This design comes from an exercise in tuning for small area on the open sky130 flow, not from production work.
The RTL was checked by simulation tests, not by an equivalence proof against the original design.
The flow treats the clock pin as an ideal source, which a real chip does not have.
Power is estimated from default activity; no workload was simulated.

## lane 1
## uart
module uart#(
  parameter CLK_FREQ = 50_000_000,
  parameter BAUD_RATE = 1200,
  parameter SAMPLING_RATE = 16,
  parameter DBITS = 8,
  parameter SBITS = 2,
  parameter FIFO_DEPTH = 8
)(
  input  wire             i_clk,
  input  wire             i_rst_n,
  input  wire             i_wr_uart,
  input  wire             i_rd_uart,
  input  wire [DBITS-1:0] i_wr_data,
  input  wire [1:0]       i_bd_rate,
  input  wire             i_d_num,
  input  wire             i_s_num,
  input  wire [1:0]       i_par,
  input  wire             i_rx,
  output wire             o_tx,
  output wire             o_rx_empty,
  output wire             o_tx_full,
  output wire             o_rx_full,
  output wire [2:0]       o_err,
  output wire [DBITS-1:0] o_rd_data
);
  wire s_tick;
  wire [DBITS-1:0] tx_fifo_rd_data;
  wire [DBITS-1:0] rx_fifo_wr_data;
  wire tx_fifo_empty, tx_fifo_not_empty;
  wire tx_fifo_rd;
  wire rx_fifo_wr;
  assign tx_fifo_not_empty = ~tx_fifo_empty;
  baud_rate_generator#(
    .CLK_FREQ(CLK_FREQ),
    .BAUD_RATE(BAUD_RATE),
    .SAMPLING_RATE(SAMPLING_RATE)
  ) baud_rate_generator_u(
    .i_clk(i_clk),
    .i_rst_n(i_rst_n),
    .i_bd_rate(i_bd_rate),
    .o_tick(s_tick)
  );
  fifo#(
    .WIDTH(DBITS),
    .DEPTH(FIFO_DEPTH)
  ) tx_fifo(
    .i_clk(i_clk),
    .i_rst_n(i_rst_n),
    .i_wr_data(i_wr_data),
    .i_wr(i_wr_uart),
    .i_rd(tx_fifo_rd),
    .o_rd_data(tx_fifo_rd_data),
    .o_full(o_tx_full),
    .o_empty(tx_fifo_empty)
  );
  tx#(
    .DBITS(DBITS),
    .SBITS(SBITS),
    .SAMPLING_RATE(SAMPLING_RATE)
  ) tx_u(
    .i_clk(i_clk),
    .i_rst_n(i_rst_n),
    .i_tx_start(tx_fifo_not_empty),
    .i_tx_data(tx_fifo_rd_data),
    .i_s_tick(s_tick),
  ...
For scale: about 540 cells after synthesis, about 180 flip-flops, about 34 I/O pins, ~7600 µm² of cells after synthesis.
==> flow/config.mk <==
export PLATFORM = sky130hd
export DESIGN_NAME = uart
export DESIGN_NICKNAME = uart
export VERILOG_FILES = /design/flow/design.v
export SDC_FILE = /design/flow/constraint.sdc
export NUM_CORES = 4
export LEC_CHECK = 0
export CAP_MARGIN = 20
export CORE_MARGIN = 2
export CORE_UTILIZATION = 70
export GPL_TIMING_DRIVEN = 0
export SLEW_MARGIN = 20
==> flow/constraint.sdc <==
create_clock -name core_clock -period 20.0 [get_ports {i_clk}]
set_input_delay 4.0000 -clock core_clock [delete_from_list [all_inputs] [get_ports {i_clk}]]
set_output_delay 4.0000 -clock core_clock [all_outputs]
set_load 0.01 [all_outputs]
standard.sh (not shown) runs the stock make flow with config.mk's settings and CLKGATE_MAP_FILE= SYNTH_SCRIPT=/design/flow/synth_recipe.tcl, a recipe that flattens the netlist after the stock synthesis.
==> flow/flow/run.sh <==
#!/bin/bash
# The standard layout, changed in four ways that leave the design and
# its registers as the standard synthesis makes them:
#  - synthesis maps the logic with an area-oriented ABC script
#    (flow/abc_area.script) instead of ORFS's speed script, and leaves
#    adders to ABC instead of mapping them to half/full-adder cells first
#    (ADDER_MAP_FILE empty); everything else in synthesis (synth_recipe.tcl
#    and ORFS's synth.tcl) is unchanged;
#  - floorplanning removes the buffers synthesis left (REMOVE_ABC_BUFFERS),
#    which the standard flow otherwise removes only in timing-driven global
#    placement (turned off in config.mk);
#  - each port gets a buf_1 instead of ORFS's default port buffer;
#  - the clock tree is built by flow/cts_tree.tcl (run as ORFS's
#    PRE_CTS_TCL hook): one root buffer and 11 leaf buffers over k-means
#    clusters of the flip-flops, instead of TritonCTS's 17-buffer H-tree.
set -euo pipefail
HERE=$PWD
rm -rf "$HERE/orfs_scripts"
cp -r "$FLOW_HOME/scripts" "$HERE/orfs_scripts"
cp "$HERE/flow/abc_area.script" "$HERE/orfs_scripts/abc_speed.script"
bash standard.sh SCRIPTS_DIR="$HERE/orfs_scripts" ADDER_MAP_FILE= synth > "$HERE/synth.log" 2>&1
export REMOVE_ABC_BUFFERS=1
export BUFFER_PORTS_ARGS="-buffer_cell sky130_fd_sc_hd__buf_1"
export PRE_CTS_TCL="$HERE/flow/cts_tree.tcl"
export CTS_ARGS="-dont_use_dummy_load -buf_list {sky130_fd_sc_hd__clkbuf_8}"
bash standard.sh > "$HERE/standard.log" 2>&1
Other scripts of this flow, unchanged in this note and not shown: flow/flow/abc_area.script, flow/flow/cts_tree.tcl
The inputs of lane 2 differ from those of lane 1 as listed below.
# lane 1
export LEC_CHECK = 0
export CAP_MARGIN = 20
export CORE_MARGIN = 2
export CORE_UTILIZATION = 70
export GPL_TIMING_DRIVEN = 0
export SLEW_MARGIN = 20
create_clock -name core_clock -period 20.0 [get_ports {i_clk}]
# lane 2
export LEC_CHECK = 0
export CAP_MARGIN = 10
export CORE_MARGIN = 2
export CORE_UTILIZATION = 70
export GPL_TIMING_DRIVEN = 0
export SLEW_MARGIN = 10
create_clock -name core_clock -period 20.0 [get_ports {i_clk}]
In lane 2 relative to lane 1, maximum frequency had gone down slightly. As far as sequential share of layout area is concerned, lane 2 and lane 1 perform about the same. Row worst hold margin: lane 2 higher / lane 1 lower. NOTE: HPWL after detailed placement in lane 2 exceeds that of lane 1. Going from lane 1 to lane 2, the routed wire length was found to have gone down by 80 µm. Lane 2 completed every stage of the flow, and the final layout passed the timing, design-rule and antenna checks. | clock skew after layout | lane 2 vs lane 1 | 0.0083 ns higher |. | leakage dissipation | lane 1 vs lane 2 | ≈ equal |. Between lane 1 and lane 2, the delay of the slowest cell on the worst path figures differ only marginally.

== try-cedar ==
Another version of the RTL of uart (not shown whole).
For scale: roughly 540 cells after synthesis, ~190 flip-flops, about 34 I/O pins, roughly 7600 µm² of cells after synthesis.
==> flow/config.mk <==
export PLATFORM = sky130hd
export DESIGN_NAME = uart
export DESIGN_NICKNAME = uart
export VERILOG_FILES = /design/flow/design.v
export SDC_FILE = /design/flow/constraint.sdc
export NUM_CORES = 4
export LEC_CHECK = 0
export CAP_MARGIN = 20
export CORE_MARGIN = 2
export CORE_UTILIZATION = 70
export GPL_TIMING_DRIVEN = 0
export SLEW_MARGIN = 20
==> flow/constraint.sdc <==
create_clock -name core_clock -period 20.0 [get_ports {i_clk}]
set_input_delay 4.0000 -clock core_clock [delete_from_list [all_inputs] [get_ports {i_clk}]]
set_output_delay 4.0000 -clock core_clock [all_outputs]
set_load 0.01 [all_outputs]
==> flow/flow/run.sh <==
#!/bin/bash
# The standard layout, changed in three ways that leave the design and
# its registers as the standard synthesis makes them:
#  - synthesis maps the logic with an area-oriented ABC script
#    (flow/abc_area.script) instead of ORFS's speed script, and leaves
#    adders to ABC instead of mapping them to half/full-adder cells first
#    (ADDER_MAP_FILE empty); everything else in synthesis (synth_recipe.tcl
#    and ORFS's synth.tcl) is unchanged;
#  - each port gets a buf_1 instead of ORFS's default port buffer;
#  - the clock tree is built by flow/cts_tree.tcl (run as ORFS's
#    PRE_CTS_TCL hook): one root buffer and 11 leaf buffers over k-means
#    clusters of the flip-flops, instead of TritonCTS's 17-buffer H-tree.
set -euo pipefail
HERE=$PWD
rm -rf "$HERE/orfs_scripts"
cp -r "$FLOW_HOME/scripts" "$HERE/orfs_scripts"
cp "$HERE/flow/abc_area.script" "$HERE/orfs_scripts/abc_speed.script"
bash standard.sh SCRIPTS_DIR="$HERE/orfs_scripts" ADDER_MAP_FILE= synth > "$HERE/synth.log" 2>&1
export BUFFER_PORTS_ARGS="-buffer_cell sky130_fd_sc_hd__buf_1"
export PRE_CTS_TCL="$HERE/flow/cts_tree.tcl"
export CTS_ARGS="-dont_use_dummy_load -buf_list {sky130_fd_sc_hd__clkbuf_8}"
bash standard.sh > "$HERE/standard.log" 2>&1
==> flow/flow/abc_area.script <==
strash
&get -n
&deepsyn -T 30 -S 1
&put
dch -f
&get -n
&nf -R 1000
&put
strash
dc2
strash
&get -n
&deepsyn -T 30 -S 1
&put
dch -f
&get -n
&nf -R 1000
&put
topo
Other scripts of this flow, unchanged in this note and not shown: flow/flow/cts_tree.tcl
The following lists how try-indigo was set up differently from try-cedar:
- SLEW_MARGIN: 20 -> 0
- CAP_MARGIN: 20 -> 0
diff --git a/flow/flow/run.sh b/flow/flow/run.sh
--- a/flow/flow/run.sh
+++ b/flow/flow/run.sh
@@ -2 +2 @@
-# The standard layout, changed in three ways that leave the design and
+# The standard layout, changed in four ways that leave the design and
@@ -8,0 +9,3 @@
+#  - floorplanning removes the buffers synthesis left (REMOVE_ABC_BUFFERS),
+#    which the standard flow otherwise removes only in timing-driven global
+#    placement (turned off in config.mk);
@@ -18,0 +22 @@
+export REMOVE_ABC_BUFFERS=1
==> flow/flow/abc_area.script <==
strash
&get -n
&deepsyn -T 30 -S 1
&put
dch -f
&get -n
&nf -R 1000 -p
&put
strash
dc2
strash
&get -n
&deepsyn -T 30 -S 1
&put
dch -f
&get -n
&nf -R 1000 -p
&put
topo
==> summary.txt <==
- Higher leakage power goes to try-cedar over try-indigo.
- In terms of total number of vias, try-indigo and try-cedar differ only marginally.
- The power number comes out higher for try-cedar vs try-indigo.
- Sort try-indigo and try-cedar by HPWL after detailed placement desc -> top: try-cedar
- In try-indigo, combinational share of power is lower than in try-cedar.
[inputs] try-quartz vs try-indigo
==> flow/flow/abc_area.script <==
strash
&get -n
&deepsyn -T 30 -S 1
&put
dch -f
&get -n
&nf -R 1000
&put
strash
dc2
strash
&get -n
&deepsyn -T 30 -S 1
&put
dch -f
&get -n
&nf -R 1000
&put
topo
Findings:
- The flow did not stop early for try-quartz: all stages ran, and the layout cleared the timing, design-rule and antenna checks.
- Synthesized cell count: try-quartz vs try-indigo up 6
- [try-quartz] final clock period utilization by the worst path fell 1.4 points relative to try-indigo
- Cmp try-indigo and try-quartz / instance count on the critical path / lower: try-quartz
- For worst endpoint required time, try-indigo and try-quartz come out practically identical.
- try-quartz against try-indigo: placed cell area stayed essentially flat, final cell count went up by 5, slew at the pin closest to its max-slew limit fell by 0.11 ns.
- Relative to try-indigo, the design area of try-quartz is lower by about 0.3%.
- Fmax: try-quartz above try-indigo
### try-quartz -> try-sierra
- changing CORE_UTILIZATION from 70 to 78
diff --git a/flow/flow/run.sh b/flow/flow/run.sh
--- a/flow/flow/run.sh
+++ b/flow/flow/run.sh
@@ -2 +2 @@
-# The standard layout, changed in four ways that leave the design and
+# The standard layout, changed in three ways that leave the design and
@@ -9,3 +8,0 @@
-#  - floorplanning removes the buffers synthesis left (REMOVE_ABC_BUFFERS),
-#    which the standard flow otherwise removes only in timing-driven global
-#    placement (turned off in config.mk);
@@ -22 +18,0 @@
-export REMOVE_ABC_BUFFERS=1
Results
Across try-quartz and try-sierra, the outcome is the same: a clean finish for every run. When the final numbers for try-quartz and try-sierra were put side by side, the routed via count turned out to be greater in try-sierra. Comparing try-sierra with try-quartz, the total power after layout came out essentially unchanged. Worst-case setup margin in the final layout: try-sierra vs try-quartz down 0.064 ns. Clock power delta (try-quartz -> try-sierra): insignificant. Cell area after placement ends up higher on try-sierra. Delta (try-sierra minus try-quartz): synthesis-to-finish area growth picked up an extra 0.57 points; core region area lost about 10%. Side by side, routed wire length turned out lower in try-sierra than in try-quartz. try-sierra vs try-quartz on final critical-path required period: try-sierra is the higher one. Of try-quartz and try-sierra, try-quartz shows the lower hold slack, with try-sierra above it.

## re-timing with driven ports
In the flow no input, the clock included, has a driving cell. The finished layouts below were timed again as built, in two steps.
Step 1 assumes that a clkbuf_16 drives the clock port and a buf_2 every other input.
Step 2, shift: input delay + t, output delay - t, t = (earliest + latest rising clock arrival at the registers) / 2. This alone moves slack from input paths to output paths.
a / b / c = ideal / step 1 / step 2; a / b = the first two.
| run | t (ns) | slack for setup (ns) | worst register clock-pin slew, ns |
|---|---|---|---|
| lane 1 | 0.466 | 12.288 / 12.300 / 11.834 | 0.11 / 0.11 |
| lane 2 | 0.467 | 12.229 / 12.241 / 11.774 | 0.10 / 0.10 |
| try-cedar | 0.463 | 13.037 / 13.049 / 12.587 | 0.10 / 0.10 |
| try-indigo | 0.468 | 12.411 / 12.421 / 11.953 | 0.10 / 0.10 |
| try-quartz | 0.468 | 12.695 / 12.709 / 12.241 | 0.10 / 0.10 |
| try-sierra | 0.478 | 12.631 / 12.646 / 12.168 | 0.10 / 0.10 |
After both steps setup and hold are still met in every run listed. The setup slack of try-sierra, which loses most, moves by +0.015 ns with the drivers and by -0.463 ns with both steps.
